What follows belongs to an exercise in optimizing a design on an open flow for small area; a production flow would make more cautious choices. RTL that was checked went through simulation tests only; none was proved equivalent to the original. The clock input has no modelled driver; a real chip could not lean on it and would need a root buffer or a full tree.

==> flow/design.v (excerpt) <==
module sqrt_u32 (
    input  wire        clk,
    input  wire        rst_n,
    input  wire        valid_in,
    input  wire [31:0] data_i,
    output wire        valid_out,
    output wire [15:0] data_o
);
    reg [1:0] v;
    always @(posedge clk or negedge rst_n)
        if (!rst_n) v <= 2'd0;
        else v <= {v[0], valid_in};
    assign valid_out = v[1];
    wire [9:0] r9_d;
    reg  [9:0] r9_q;
    wire [8:0] q9_d;
    reg  [8:0] q9_q;
    wire [13:0] x9_d;
    reg  [13:0] x9_q;
    always @(posedge clk) begin
        r9_q <= r9_d;
        q9_q <= q9_d;
        x9_q <= x9_d;
    end
    wire [13:0] r13_d;
    reg  [13:0] r13_q;
    wire [12:0] q13_d;
    reg  [12:0] q13_q;
    wire [5:0] x13_d;
    reg  [5:0] x13_q;
    always @(posedge clk) begin
        r13_q <= r13_d;
        q13_q <= q13_d;
        x13_q <= x13_d;
    end
    sqrt_seg0 u_seg0 (.x0(data_i), .r9(r9_d), .q9(q9_d), .x9(x9_d));
    sqrt_seg1 u_seg1 (.r9(r9_q), .q9(q9_q), .x9(x9_q), .r13(r13_d), .q13(q13_d), .x13(x13_d));
    sqrt_seg2 u_seg2 (.r13(r13_q), .q13(q13_q), .x13(x13_q), .q16(data_o));
endmodule
Size: roughly 68 flip-flops, roughly 52 I/O pins, roughly 6000 sq um of cells after synthesis.
Settings: LEC_CHECK=0, ABC_AREA=1, CAP_MARGIN=20, CORE_MARGIN=2, CORE_UTILIZATION=55, CTS_BUF_LIST=sky130_fd_sc_hd__clkbuf_8, GPL_TIMING_DRIVEN=0, PLACE_DENSITY=0.65, SETUP_SLACK_MARGIN=-0.55, SLEW_MARGIN=20; clock period 9.0 ns.
standard.sh (not shown) runs the stock make flow with config.mk's settings and CLKGATE_MAP_FILE= SYNTH_SCRIPT=/design/flow/synth_recipe.tcl, a recipe that flattens the netlist after the stock synthesis.
==> flow/flow/run.sh <==
#!/bin/bash
# Standard layout (standard.sh) with its own logic mapping:
# - synthesis keeps the pipeline-stage modules apart until after ABC (SYNTH_HIERARCHICAL=1)
#   and maps each with its own ABC script (flow/*.abc), so a stage with timing to spare is
#   mapped for area and one without is mapped for speed; the standard flow's synthesis script then
#   flattens the design as usual (no pass-through buffers: SYNTH_INSBUF=0). The registers all
#   sit in the top module, as in the RTL.
# - Yosys's full-adder extraction is skipped (ADDER_MAP_FILE empty), so ABC maps the carry
#   chains itself.
# - input and output ports get the smallest buffer (buf_1).
export BUFFER_PORTS_ARGS="-buffer_cell sky130_fd_sc_hd__buf_1"
# - clock tree without dummy loads.
export CTS_ARGS="-sink_clustering_enable -repair_clock_nets -buf_list sky130_fd_sc_hd__clkbuf_8 -dont_use_dummy_load"
# - after clock tree synthesis, registers of nearby clock-tree leaf buffers are moved onto one
#   buffer until 5 leaf buffers remain (flow/merge_clk.tcl, ORFS's POST_CTS_TCL hook).
set -euo pipefail
here=$(pwd)
sed 's|^\(\s*\)log_cmd abc {\*}$abc_args|\1source $::env(MY_ABC_TCL)|' \
  "$FLOW_HOME/scripts/synth.tcl" > "$here/synth_abc.tcl"
grep -q 'MY_ABC_TCL' "$here/synth_abc.tcl"
sed "s|\$::env(SCRIPTS_DIR)/synth.tcl|$here/synth_abc.tcl|" synth_recipe.tcl > "$here/synth_recipe_abc.tcl"
grep -q synth_abc.tcl "$here/synth_recipe_abc.tcl"
sed "s|SYNTH_SCRIPT=[^ ]*|SYNTH_SCRIPT=$here/synth_recipe_abc.tcl|" standard.sh > "$here/standard_abc.sh"
export POST_CTS_TCL="$here/flow/merge_clk.tcl"
export ADDER_MAP_FILE=
export SYNTH_HIERARCHICAL=1
export SYNTH_INSBUF=0
export MY_ABC_TCL="$here/flow/abc_per_module.tcl"
export MY_ABC_MOD=" sqrt_seg0 $here/flow/t6.abc sqrt_seg1 $here/flow/u3.abc sqrt_seg2 $here/flow/s11.abc"
bash "$here/standard_abc.sh" > standard.log 2>&1
==> flow/flow/merge_clk.tcl <==
# Merge clock-tree leaf buffers: CTS builds an H-tree whose leaves drive at most 15 registers
# each; this moves the registers of nearby leaves onto one buffer until at most
# MERGE_CLK_LEAVES leaves remain, and deletes the emptied buffers.
proc merge_clk_leaves { target } {
  set block [ord::get_db_block]
  set leaves {}
  foreach inst [$block getInsts] {
    set m [[$inst getMaster] getName]
    if { ![string match "sky130_fd_sc_hd__clkbuf_*" $m] } { continue }
    set out [$inst findITerm X]
    set net [$out getNet]
    if { $net == "NULL" } { continue }
    set drives_ff 0
    foreach it [$net getITerms] {
      if { [[$it getMTerm] getName] eq "CLK" } { set drives_ff 1 }
    }
    if { $drives_ff } { lappend leaves $inst }
  }
  puts "merge_clk: [llength $leaves] leaf buffers"
  while { [llength $leaves] > $target } {
    set best {}
    set bestd 1e30
    for { set i 0 } { $i < [llength $leaves] } { incr i } {
      for { set j [expr {$i + 1}] } { $j < [llength $leaves] } { incr j } {
        set a [lindex $leaves $i]; set b [lindex $leaves $j]
        set pa [$a getLocation]; set pb [$b getLocation]
        set d [expr {abs([lindex $pa 0] - [lindex $pb 0]) + abs([lindex $pa 1] - [lindex $pb 1])}]
        if { $d < $bestd } { set bestd $d; set best [list $i $j] }
      }
    }
    set a [lindex $leaves [lindex $best 0]]
    set b [lindex $leaves [lindex $best 1]]
    set anet [[$a findITerm X] getNet]
    set bnet [[$b findITerm X] getNet]
    foreach it [$bnet getITerms] {
      if { [$it getInst] == $b } { continue }
      $it disconnect
      $it connect $anet
    }
    foreach it [$b getITerms] { if { [$it getNet] != "NULL" } { $it disconnect } }
    odb::dbInst_destroy $b
    if { [llength [$bnet getITerms]] == 0 && [llength [$bnet getBTerms]] == 0 } { odb::dbNet_destroy $bnet }
    set leaves [lreplace $leaves [lindex $best 1] [lindex $best 1]]
  }
  puts "merge_clk: [llength $leaves] leaf buffers left"
}
merge_clk_leaves 5
==> flow/flow/t6.abc <==
strash
dc2
dch
map -B 0.9
topo
stime -c
buffer -c
dnsize -c
Other scripts of this flow, unchanged in this note and not shown: flow/flow/abc_per_module.tcl, flow/flow/s11.abc, flow/flow/u3.abc
The first run produced a clean layout.
==> next run, changes <==
--- a/flow/flow/run.sh
+++ b/flow/flow/run.sh
@@ -12,6 +12,4 @@
 # - clock tree without dummy loads.
 export CTS_ARGS="-sink_clustering_enable -repair_clock_nets -buf_list sky130_fd_sc_hd__clkbuf_8 -dont_use_dummy_load"
-# - after clock tree synthesis, registers of nearby clock-tree leaf buffers are moved onto one
-#   buffer until 5 leaf buffers remain (flow/merge_clk.tcl, ORFS's POST_CTS_TCL hook).
 set -euo pipefail
 here=$(pwd)
@@ -22,9 +20,8 @@
 grep -q synth_abc.tcl "$here/synth_recipe_abc.tcl"
 sed "s|SYNTH_SCRIPT=[^ ]*|SYNTH_SCRIPT=$here/synth_recipe_abc.tcl|" standard.sh > "$here/standard_abc.sh"
-export POST_CTS_TCL="$here/flow/merge_clk.tcl"
 export ADDER_MAP_FILE=
 export SYNTH_HIERARCHICAL=1
 export SYNTH_INSBUF=0
 export MY_ABC_TCL="$here/flow/abc_per_module.tcl"
-export MY_ABC_MOD=" sqrt_seg0 $here/flow/t6.abc sqrt_seg1 $here/flow/u3.abc sqrt_seg2 $here/flow/s11.abc"
+export MY_ABC_MOD=" sqrt_seg0 $here/flow/u3.abc sqrt_seg1 $here/flow/u3.abc sqrt_seg2 $here/flow/s11.abc"
 bash "$here/standard_abc.sh" > standard.log 2>&1
removed: flow/flow/merge_clk.tcl
removed: flow/flow/t6.abc
Area after synthesis barely changes.
Cell area goes up by 0.85%.
Via count goes up by 0.96%.
Count of clock-buffer cells in the layout goes up by 3.
Utilization goes up by 0.54 points.
==> next run, changes <==
--- a/flow/flow/run.sh
+++ b/flow/flow/run.sh
@@ -12,4 +12,8 @@
 # - clock tree without dummy loads.
 export CTS_ARGS="-sink_clustering_enable -repair_clock_nets -buf_list sky130_fd_sc_hd__clkbuf_8 -dont_use_dummy_load"
+# - after clock tree synthesis, registers of nearby clock-tree leaf buffers are moved onto one
+#   buffer until 5 leaf buffers remain (flow/merge_clk.tcl, ORFS's POST_CTS_TCL hook).
+# - timing repair uses only these moves: sizeup,swap,buffer.
+export SETUP_MOVE_SEQUENCE="sizeup,swap,buffer"
 set -euo pipefail
 here=$(pwd)
@@ -20,4 +24,5 @@
 grep -q synth_abc.tcl "$here/synth_recipe_abc.tcl"
 sed "s|SYNTH_SCRIPT=[^ ]*|SYNTH_SCRIPT=$here/synth_recipe_abc.tcl|" standard.sh > "$here/standard_abc.sh"
+export POST_CTS_TCL="$here/flow/merge_clk.tcl"
 export ADDER_MAP_FILE=
 export SYNTH_HIERARCHICAL=1
==> flow/flow/merge_clk.tcl (new file) <==
# Merge clock-tree leaf buffers: CTS builds an H-tree whose leaves drive at most 15 registers
# each; this moves the registers of nearby leaves onto one buffer until at most
# MERGE_CLK_LEAVES leaves remain, and deletes the emptied buffers.
proc merge_clk_leaves { target } {
  set block [ord::get_db_block]
  set leaves {}
  foreach inst [$block getInsts] {
    set m [[$inst getMaster] getName]
    if { ![string match "sky130_fd_sc_hd__clkbuf_*" $m] } { continue }
    set out [$inst findITerm X]
    set net [$out getNet]
    if { $net == "NULL" } { continue }
    set drives_ff 0
    foreach it [$net getITerms] {
      if { [[$it getMTerm] getName] eq "CLK" } { set drives_ff 1 }
    }
    if { $drives_ff } { lappend leaves $inst }
  }
  puts "merge_clk: [llength $leaves] leaf buffers"
  while { [llength $leaves] > $target } {
    set best {}
    set bestd 1e30
    for { set i 0 } { $i < [llength $leaves] } { incr i } {
      for { set j [expr {$i + 1}] } { $j < [llength $leaves] } { incr j } {
        set a [lindex $leaves $i]; set b [lindex $leaves $j]
        set pa [$a getLocation]; set pb [$b getLocation]
        set d [expr {abs([lindex $pa 0] - [lindex $pb 0]) + abs([lindex $pa 1] - [lindex $pb 1])}]
        if { $d < $bestd } { set bestd $d; set best [list $i $j] }
      }
    }
    set a [lindex $leaves [lindex $best 0]]
    set b [lindex $leaves [lindex $best 1]]
    set anet [[$a findITerm X] getNet]
    set bnet [[$b findITerm X] getNet]
    foreach it [$bnet getITerms] {
      if { [$it getInst] == $b } { continue }
      $it disconnect
      $it connect $anet
    }
    foreach it [$b getITerms] { if { [$it getNet] != "NULL" } { $it disconnect } }
    odb::dbInst_destroy $b
    if { [llength [$bnet getITerms]] == 0 && [llength [$bnet getBTerms]] == 0 } { odb::dbNet_destroy $bnet }
    set leaves [lreplace $leaves [lindex $best 1] [lindex $best 1]]
  }
  puts "merge_clk: [llength $leaves] leaf buffers left"
}
merge_clk_leaves 5
SETUP_SLACK_MARGIN = -0.7   (was -0.55)
Outcome: The new run produced a clean layout; sequential share of layout area goes up by 0.57 points; cell area goes down by 2.7%; critical path depth goes down by 2; clock-buffer cell count goes down by 3.
==> next run, changes <==
SETUP_SLACK_MARGIN = -0.55   (was -0.7)
Result: The changed run completed with no timing, DRC or antenna violations; global-route usage stays flat; sequential cell count stays the same; die area is unchanged; via count goes up by 0.82%; register-to-register slack is better by 0.13 ns; design area goes up by 1.2%; critical path depth goes up by 2; count of clock-buffer cells in the layout does not change; wire length goes up by about 0.66%.


Another version of the RTL of sqrt_u32 (not shown whole).
Size in the first run: ~1200 cells after synthesis, about 85 flip-flops, about 52 I/O pins.
Settings: LEC_CHECK=0, ABC_AREA=1, CAP_MARGIN=20, CORE_MARGIN=2, CORE_UTILIZATION=55, CTS_BUF_LIST=sky130_fd_sc_hd__clkbuf_8, GPL_TIMING_DRIVEN=0, PLACE_DENSITY=0.65, SETUP_SLACK_MARGIN=-0.4, SLEW_MARGIN=20; clock period 9.0 ns.
==> flow/flow/run.sh <==
#!/bin/bash
# Standard layout (standard.sh), except that synthesis skips Yosys's full-adder extraction
# (ADDER_MAP_FILE empty), so ABC maps the carry chains itself.
# - input and output ports get the smallest buffer (buf_1).
export BUFFER_PORTS_ARGS="-buffer_cell sky130_fd_sc_hd__buf_1"
# - clock tree without dummy loads.
export CTS_ARGS="-sink_clustering_enable -repair_clock_nets -buf_list sky130_fd_sc_hd__clkbuf_8 -dont_use_dummy_load"
set -euo pipefail
export ADDER_MAP_FILE=
bash standard.sh > standard.log 2>&1
==> next run, changes <==
==> flow/flow/run.sh (replaced) <==
#!/bin/bash
# Standard layout (standard.sh), except that synthesis skips Yosys's full-adder extraction
# (ADDER_MAP_FILE empty), so ABC maps the carry chains itself.
export BUFFER_PORTS_ARGS="-buffer_cell sky130_fd_sc_hd__buf_1"
set -euo pipefail
export ADDER_MAP_FILE=
bash standard.sh > standard.log 2>&1
Settings changed: CTS_BUF_LIST sky130_fd_sc_hd__clkbuf_8 to unset, GPL_TIMING_DRIVEN 0 to unset, SETUP_SLACK_MARGIN -0.4 to unset.
Effect:
- The new run produced a clean layout
- first-iteration DRC count rises by 13%
- via count rises by 0.65%
- setup slack improved by 0.17 ns
- cell count rises by 0.50%
- critical path depth is unchanged
- routed wire length rises by 1.4%
==> next run, changes <==
Settings changed: CAP_MARGIN 20 to 5, CTS_BUF_LIST set to sky130_fd_sc_hd__clkbuf_8, SLEW_MARGIN 20 to 5.
Wire length falls by 0.37%.
Fmax stays flat.
Final area falls by 1.4%.
Via count falls by 0.63%.
Clock-buffer cell count falls by 2.
Register-to-register slack is worse by 0.07 ns.
Critical path depth does not change.


Setup of run 3:
Another version of the RTL of sqrt_u32 (not shown whole).
Size: ~1100 cells after synthesis, ~85 flip-flops, roughly 52 I/O pins, ~6700 um2 of cells after synthesis.
Settings: LEC_CHECK=0, ABC_AREA=1, CAP_MARGIN=20, CORE_MARGIN=2, CORE_UTILIZATION=70, PLACE_DENSITY=0.8, SLEW_MARGIN=20; clock period 9.0 ns.
==> flow/flow/run.sh <==
#!/bin/bash
# Standard layout (standard.sh) with its own logic mapping:
# - synthesis skips Yosys's full-adder extraction (ADDER_MAP_FILE empty), so ABC maps the
#   carry chains itself;
# - ABC runs flow/area.abc instead of ORFS's script. Everything else in synthesis (registers,
#   flattening, renaming) is the standard synthesis script, patched only at the abc call.
export BUFFER_PORTS_ARGS="-buffer_cell sky130_fd_sc_hd__buf_1"
set -euo pipefail
here=$(pwd)
sed 's|^\(\s*\)log_cmd abc {\*}$abc_args|\1log_cmd abc {*}[lreplace $abc_args 1 1 $::env(MY_ABC_SCRIPT)]|' \
  "$FLOW_HOME/scripts/synth.tcl" > "$here/synth_abc.tcl"
grep -q 'MY_ABC_SCRIPT' "$here/synth_abc.tcl"
sed "s|\$::env(SCRIPTS_DIR)/synth.tcl|$here/synth_abc.tcl|" synth_recipe.tcl > "$here/synth_recipe_abc.tcl"
grep -q synth_abc.tcl "$here/synth_recipe_abc.tcl"
sed "s|SYNTH_SCRIPT=[^ ]*|SYNTH_SCRIPT=$here/synth_recipe_abc.tcl|" standard.sh > "$here/standard_abc.sh"
export ADDER_MAP_FILE=
export MY_ABC_SCRIPT="$here/flow/area.abc"
bash "$here/standard_abc.sh" > standard.log 2>&1
==> flow/flow/area.abc <==
strash
dc2
dch -f
map -a
topo
stime -c
buffer -c
upsize -c
dnsize -c
Run 3 finished all stages; however, its layout fails the closing checks, the failures being setup timing.
Here is what was changed in the inputs of run 5 compared with run 3.
--- a/flow/config.mk
+++ b/flow/config.mk
@@ -8,6 +8,8 @@
 export ABC_AREA = 1
-export CAP_MARGIN = 20
+export CAP_MARGIN = 5
 export CORE_MARGIN = 2
-export CORE_UTILIZATION = 70
-export PLACE_DENSITY = 0.8
-export SLEW_MARGIN = 20
+export CORE_UTILIZATION = 55
+export CTS_CLUSTER_DIAMETER = 100
+export CTS_CLUSTER_SIZE = 40
+export PLACE_DENSITY = 0.65
+export SLEW_MARGIN = 5
Notes after the runs:
As for a clean layout from run 3 and run 5, there is none. Ran to the end and failed final checks on setup timing: run 3. Run 5 ended with more post-route setup TNS than run 3. Relative slew slack for run 5: 28 points up relative to run 3. Compared with run 3, in run 5 non-clock buffer count increased 10; global-route wire length before repair went up by 950 um; pin slew with the least headroom to its limit down 0.42 ns; ratio of final minimum period to clock period saw a decrease. In the reports for run 3 and run 5, the smaller worst hold slack belongs to run 5. Post-synthesis to final-layout area growth sits higher in run 5 than in run 3. Run 3 → run 5: critical path depth up 1; all-layer global routing usage now smaller.
No functional check of the RTL was part of any run of this note.

[what the ideal ports hide]
The flow's constraints put no driver on any port. The routed layouts listed below were extracted and timed again, unchanged, in two steps.
Step 1 assumes that a clkbuf_16 drives the clock port and a buf_2 every other input.
Step 2 times the ports against the registers' clock, not the clock port: input delays grow and output delays shrink by t, the midpoint of the rising clock arrivals with the driver on.
a / b / c = no drivers / after step 1 / after step 2; a / b = the first two.
run	t, ns	slack for setup (ns)	worst register clock-pin slew, ns
the first run of note 1	0.351	0.309 / 0.316 / -0.035	0.11 / 0.11
the second run of note 1	0.365	0.295 / 0.306 / -0.059	0.07 / 0.07
the third run of note 1	0.352	0.288 / 0.299 / -0.052	0.11 / 0.11
the fourth run of note 1	0.348	0.310 / 0.321 / -0.027	0.11 / 0.11
the first run of note 2	0.409	0.779 / 0.798 / 0.389	0.09 / 0.09
the second run of note 2	0.386	0.950 / 0.969 / 0.583	0.08 / 0.08
the third run of note 2	0.419	0.950 / 0.967 / 0.548	0.11 / 0.11
run 3	0.418	-0.606 / -0.606 / -0.606	0.10 / 0.10
run 5	0.389	-0.002 / -0.002 / -0.002	0.06 / 0.06
Met with ideal ports but missed after step 2: setup timing in the first run of note 1, the second run of note 1, the third run of note 1 and the fourth run of note 1. For the third run of note 2, which loses most, drivers alone change the setup slack by +0.017 ns; drivers and shift together by -0.402 ns.
